Context: an optimization exercise on an open-source flow, tuned for small area. The choices shown serve that exercise and are no tape-out recipe.
Only simulation tests tie the RTL to the original design; equivalence was not proved.
Power is estimated from default activity; no workload was simulated.

==> flow/design.v, too long to show whole: its modules and the start of the top module <==
// module top: 12051 lines
module top(clk, reset, SW, btn, btn_x, vga_hs, vga_vs, vga_red, vga_green, vga_blue, AN, SEGMENT, buzzer);
  // ...
==> flow/flow/run.sh <==
#!/bin/bash
set -euo pipefail
export CTS_ARGS="-sink_clustering_enable -repair_clock_nets -dont_use_dummy_load -sink_clustering_size 20 -sink_clustering_max_diameter 100"
export BUFFER_PORTS_ARGS="-buffer_cell sky130_fd_sc_hd__buf_2"
bash standard.sh > standard_flow.log 2>&1
==> flow/standard.sh <==
#!/bin/bash
# synth_recipe.tcl (not shown) runs the flow's synth.tcl, then flattens the netlist and writes it again
# the make line also repeats each setting of config.mk as NAME=value (left out here)
make -C /OpenROAD-flow-scripts/flow DESIGN_CONFIG=/design/flow/config.mk WORK_HOME=/design/flow/orfs CLKGATE_MAP_FILE= SYNTH_SCRIPT=/design/flow/synth_recipe.tcl "${@:-finish}"
==> flow/config.mk <==
export PLATFORM = sky130hd
export DESIGN_NAME = top
export DESIGN_NICKNAME = top
export VERILOG_FILES = /design/flow/design.v
export SDC_FILE = /design/flow/constraint.sdc
export NUM_CORES = 4
export LEC_CHECK = 0
export ABC_AREA = 1
export CAP_MARGIN = 40
export CORE_MARGIN = 2
export CORE_UTILIZATION = 40
export PLACE_DENSITY = 0.55
export SLEW_MARGIN = 30
export SYNTH_MEMORY_MAX_BITS = 8192
==> flow/constraint.sdc <==
create_clock -name core_clock -period 20.0 [get_ports {clk}]
set_input_delay 4.0000 -clock core_clock [delete_from_list [all_inputs] [get_ports {clk}]]
set_output_delay 4.0000 -clock core_clock [all_outputs]
set_load 0.01 [all_outputs]
==> summary.txt, run 1 <==
----------------------------------------------------
[Hold path]
  Worst Hold End ... buzzing.m19[1]
  Critical hold path startpoint ... buzzing.m19[0]
  Hold Path Stages ... 2
  Worst min path class ... flop to flop

[Power and ir drop]
  Static power due to leakage ... 0.0131 µW
  Worst IR Drop VDD ... around 0.000074 V
  Net switching component of the power ... between 500 and 600 µW
  Sequential power share ... 0.459

[Setup path]
  Crit path buf inv count ... 13
  Critical register-to-register path endpoint ... buzzing.p1[1]
  Data arrival time of the worst path ... 13.49 ns
  Most common cell type on the critical path ... nand2_1
  CP endpoint ... buzzing.p1[1]
  Critical path depth in cells ... 56

[STA]
  Setup repair after global routing missed its margin ... no
  Final-report hold violation count ... 0
  Post-route clock skew ... between 0.09 and 0.1 ns
  Max-slew violation count ... 0
  Worst rel slew slack ... 0.281
  Worst hold-check slack ... between 0.4 and 0.5 ns

[Die]
  Initial standard-cell utilization of the core ... 0.403
  Vert. Die Dim ... approximately 280 µm
  # rows ... 100

[GRT]
  Global-route wire length before repair ... about 240 mm

[Finish]
  Seq Cell Count ... roughly 370
  Area occupied by multi-input gates ... 19000 µm²
  Largest class ... multi-input combinational cells
  Share of final-layout standard cells stronger than drive strength 1 ... 0.0661
  Most frequent standard cell in the layout excluding fill and tap cells ... nand2_1
  Fillers ... 8212
  Commonest cells after routing, fill and taps aside ... nand2_1, inv_1, nor2_1, dfxtp_1, o21ai_0

[Outcome]
  Status ... no timing/DRC/antenna violations

[Routing]
  Uppermost layer routed ... met5
  Wire length on met1 ... 68.9 mm
  Via count of the routed design ... 37497
  Number of nets still failing antenna checks after routing ... 0
  Drt drc ... 0

[Synth]
  Synthesis Warnings ... 1
  Distinct cell type count of the synthesized netlist ... between 70 and 80
  Portion of the post-synthesis area used by sequential elements ... 0.253
  Commonest register cell after synthesis ... dfxtp_1

[CTS]
  Clock transition at path regs ... approximately 0.09 ns
  Number of cells upsized or downsized after cts ... 0
  Total clock buffers created by CTS ... 28

----------------------------------------------------
==> inputs of run 2 (changes only) <==
==> flow/flow/run.sh (replaced) <==
#!/bin/bash
set -euo pipefail
export CTS_ARGS="-sink_clustering_enable -repair_clock_nets -dont_use_dummy_load -sink_clustering_size 22 -sink_clustering_max_diameter 90"
export BUFFER_PORTS_ARGS="-buffer_cell sky130_fd_sc_hd__buf_2"
bash standard.sh > standard_flow.log 2>&1
--- a/flow/config.mk
+++ b/flow/config.mk
@@ -8,7 +8,7 @@
 export ABC_AREA = 1
 export CAP_MARGIN = 40
 export CORE_MARGIN = 2
-export CORE_UTILIZATION = 40
-export PLACE_DENSITY = 0.55
+export CORE_UTILIZATION = 45
+export PLACE_DENSITY = 0.6
 export SLEW_MARGIN = 30
 export SYNTH_MEMORY_MAX_BITS = 8192
==> run 2 against run 1 <==
Cell count down 1.8%. Design area down 0.58%. Still clean. Sequential power about the same. Global-route usage up 4.9 points. Maximum frequency down 0.25%. Largest power group unchanged.
==> summary.txt, run 2 <==
----------------------------------------------------
[Synth]
  Dominant cells by area after synthesis ... dfxtp_1, nand2_1, inv_1 (unchanged)
  Most used standard cells in the synthesized netlist ... nand2_1, inv_1, nor2_1 (unchanged)
  Share of synthesized registers carrying an async set or reset ... 0 (unchanged)
  Commonest register cell after synthesis ... dfxtp_1 (unchanged)
  Avg Synthesized Cell Area ... 6.15 µm² (unchanged)
  Synthesis Warnings ... 1 (unchanged)
  Synth Net Count ... 4981 (unchanged)
  Portion of the post-synthesis area used by sequential elements ... 0.253 (unchanged)
  Number of synthesized flops with an enable pin ... 12 (unchanged)
  Synthesized flop and latch total ... 373 (unchanged)
  Share of the synthesized area in the top cell type ... 0.241 (unchanged)
  Distinct cell type count of the synthesized netlist ... 76 (unchanged)
  Cell area after synthesis ... 30000 µm² (unchanged)
  Gate count after technology mapping ... 4869 (unchanged)
  Dominant cell type by area after synthesis ... dfxtp_1 (unchanged)
  Most used standard cell by instance count after synthesis ... nand2_1 (unchanged)

[Power and ir drop]
  Power density cells ... 52.5 nW/µm² (was 52.3 nW/µm²)
  Overall power of the completed layout ... 1680 µW (about the same)
  Logic pwr share ... 0.222 (about the same)
  Worst IR Drop VDD ... 0.0000582 V (was 0.0000737 V)
  Static power due to leakage ... 0.0130 µW (was 0.0131 µW)
  Internal portion of total power ... 1090 µW (about the same)
  Sequential power share ... 0.459 (about the same)
  Fraction of power consumed by the clock network ... 0.319 (about the same)
  Net switching component of the power ... 586 µW (was 590 µW)
  Switching share of total power ... 0.349 (was 0.351)

[Setup path]
  WP data required ... 20.47 ns (was 20.54 ns)
  Family with the most delay on the worst path ... simple AND/OR/NAND/NOR gates (unchanged)
  Slowest cell on crit path ... nor2_1 (unchanged)
  Category of the most critical setup path ... input port to flop (unchanged)
  Most common cell type on the critical path ... nand2_1 (unchanged)
  Stage delay of the slowest cell on the critical path ... 0.48 ns (was 0.62 ns)
  Crit path buf inv count ... 14 (was 13)
  Crit-path max FO ... 16 (unchanged)
  Endpoint type of the worst setup path ... flop (unchanged)
  Data arrival time of the worst path ... 13.44 ns (was 13.49 ns)
  Worst setup SP type ... input port (unchanged)

[Finish]
  Synthesis-to-layout area growth ... 6.71% (was 7.33%)
  Most frequent standard cell in the layout excluding fill and tap cells ... nand2_1 (unchanged)
  Most flop-heavy register ... occupy (unchanged)
  Final-stage net count ... 5006 (was 5013)
  Biggest registers after layout ... occupy x200, cd x15, buzzing.m383 x9 (unchanged)
  Non-filler cells in the finished layout ... 5767 (was 5874)
  Commonest cells after routing, fill and taps aside ... nand2_1, inv_1, nor2_1, dfxtp_1, o21ai_0 (unchanged)
  Largest register FFs ... 200 (unchanged)
  Share of final-layout standard cells stronger than drive strength 1 ... 0.0642 (was 0.0661)

[STA]
  Actual transition at the worst max-transition pin ... 1.19 ns (was 1.08 ns)
  Worst rel slew slack ... 0.208 (was 0.281)
  Post-route clock skew ... 0.159 ns (was 0.0999 ns)
  Final-report hold violation count ... 0 (unchanged)
  Setup violators final ... 0 (unchanged)
  Time the final worst path needs with I/O delays and setup ... 12.98 ns (was 12.94 ns)
  Highest attainable clock frequency ... 77.1 MHz (was 77.3 MHz)
  Final period utilization ... 0.649 (was 0.647)
  Setup Total Neg Slack ... 0 ns (unchanged)
  Max-slew violation count ... 0 (unchanged)
  Setup repair after global routing missed its margin ... no (unchanged)

[CTS]
  Clock Root Buffer ... clkbuf_16 (unchanged)
  Post-CTS repair timing setup buffer count ... 0 (unchanged)
  Clock sink total ... 373 (unchanged)
  Maximum clock insertion buffer count ... 3 (unchanged)
  Worst skew pair latency ... 0.68 ns (was 0.66 ns)
  Clock tree from TritonCTS ... built (unchanged)
  Number of cells upsized or downsized after cts ... 0 (unchanged)
  Cts hold-fix bufs ... 0 (unchanged)
  Clock transition at path regs ... 0.09 ns (about the same)
  Maximum level of the CTS H-tree ... 1 (unchanged)
  Total clock buffers created by CTS ... 28 (unchanged)

[GRT]
  Global-route wire length before repair ... 237 mm (was 240 mm)
  Global route overflow ... 0 (unchanged)
  Maximum number of pins on one net before global-route repair ... 63 (was 64)
  Global-route usage over all layers ... 0.473 (was 0.424)
  Number of antenna violations at the first check in global routing ... 9 (was 4)
  Number of global-route vias before repair ... 33952 (was 33676)

[Routing]
  Via count of the routed design ... 38374 (was 37497)
  1st-iter DRT viols ... 6093 (was 6376)
  Via density per instance ... 6.65 (was 6.38)
  Drt drc ... 0 (unchanged)
  Wire length per cell ... 29.1 µm (was 29.0 µm)
  Total wire length after detailed routing ... 168 mm (was 170 mm)
  DR pass1 iterations ... 12 (was 6)
  Number of nets still failing antenna checks after routing ... 0 (unchanged)

[Die]
  Vert. Die Dim ... 262 µm (was 278 µm)
  Ports ... 42 (unchanged)
  Floorplan die width ... 262 µm (was 278 µm)
  Area enclosed by the die boundary ... 68700 µm² (was 77100 µm²)
  Area inside the core boundary ... 65900 µm² (was 74300 µm²)
  Initial standard-cell utilization of the core ... 0.455 (was 0.403)
  # rows ... 94 (was 100)

[Hold path]
  Worst min path class ... flop to flop (unchanged)

[Run]
  Total of max-cap violations ... 0 (unchanged)

[Placement]
  Half-perimeter wire length of the detailed placement result ... 132 mm (was 135 mm)
  Weighted congestion reported at the end of routability-driven placement ... 1.16 (about the same)
  Number of placed instances with taps included ... 5724 (was 5834)
  Count of input and output buffers ... 34 (unchanged)

[Outcome]
  Status ... no timing/DRC/antenna violations (unchanged)

----------------------------------------------------
==> run 2: cell types whose count changed in the layout (fill, tap and decap cells not counted) <==
cell       delta
a2111oi_0     +4
nor2_1        +1
diode_2       +5
a2111oi_1     -3
buf_1         +2
buf_2         +1
a2111oi_2     -1
nor2_2        -1
clkbuf_2      -1
clkbuf_4      +3
buf_4        -12
nor4b_1       -1
nor4b_2       +1
==> run 2: per-layer routing <==
layer / wire [µm] / track usage
met5: 460 / 0.0146
met1: 65500 / 0.620
met4: 9960 / 0.208
met2: 63100 / 0.640
met3: 29000 / 0.238
==> run 2: cell type report <==
| type | instances | area (µm²) |
|---|---|---|
| multi-input combinational | 3603 | 19000 |
| inverter | 784 | 2940 |
| clock buffer | 28 | 701 |
| antenna | 11 | 27.5 |
| fill | 7072 | 33900 |
| tap | 864 | 1080 |
| sequential | 373 | 7590 |
| timing repair buffer | 104 | 674 |
==> run 2: cell families (layout without fill, tap and decap cells) <==
logic type,Yosys count,after routing,share of synthesized area
simple gates,2412,2412,0.347
buf+inv,893,916,0.114
flops,373,373,0.253
xor+xnor,31,31,0.00906
fa+ha+maj,99,99,0.0423
compound gates,1056,1056,0.233
other cells,2,13,0.000251
mux,3,3,0.00100
==> run 2: power groups by stage <==
stage               sequential, µW  clock [µW]  combinational, µW
detailed placement             788           0                346
finish                         771         536                372
floorplan                      785           0                216
CTS                            771         533                347
global placement               788           0                349
global route                   773         553                388
==> run 2: worst register-to-register path, delay by kind of cell (launching register included) <==
kind                   cells  cell delay, ns
buffers and inverters     11            2.34
AO/OA/AOI/OAI              1            0.10
AND/OR/NAND/NOR           25            7.57
flip-flops                 1            0.52
==> run 2: worst paths after layout <==
kind | slack, ns | start | endpoint | cells past startpoint
max reg2reg | 9.30 | occupy[119] | occupy[184] | 37
min reg2reg | 0.44 | buzzing.m203[1] | buzzing.m203[2] | 2
max | 7.02 | SW[1] | buzzing.p3[2] | 58
min | 0.44 | buzzing.m203[1] | buzzing.m203[2] | 2
==> run 2: through the flow <==
step           instance area [µm²]   util  hold slack [ns]  worst slack [ns]
2_1_floorplan                30000      -            0.409              9.48
3_3_place_gp                 31200  0.473            0.418              7.00
3_5_place_dp                 31200  0.474            0.426              6.82
4_1_cts                      31900  0.485            0.438              7.41
5_1_grt                      31900  0.485            0.460              6.38
6_report                     32000  0.485            0.439              7.02

## re-timing with driven ports
How much do the figures lean on ideal ports? The routed layouts below were timed once more, with nothing changed but the port constraints.
Step 1 sets driving cells, clkbuf_16 on the clock port and buf_2 on the other inputs (assumed; they add their load-dependent delay and slew).
Step 2 adds t to the input delays and takes it off the output delays; t is the mean of the earliest and latest rising clock arrival at the registers after step 1. Input paths then give back, and output paths get back, about the clock's delay inside the block.
Three values: ideal, step 1, step 2; two values: the first two.
run	t, ns	setup slack, ns	worst setup path after step 2
run 1	0.676	7.056 / 7.060 / 6.384	input to register
run 2	0.674	7.024 / 7.068 / 6.393	input to register
After both steps setup and hold are still met in every run listed. For run 1, which loses most, drivers alone change the setup slack by +0.004 ns; drivers and shift together by -0.672 ns.
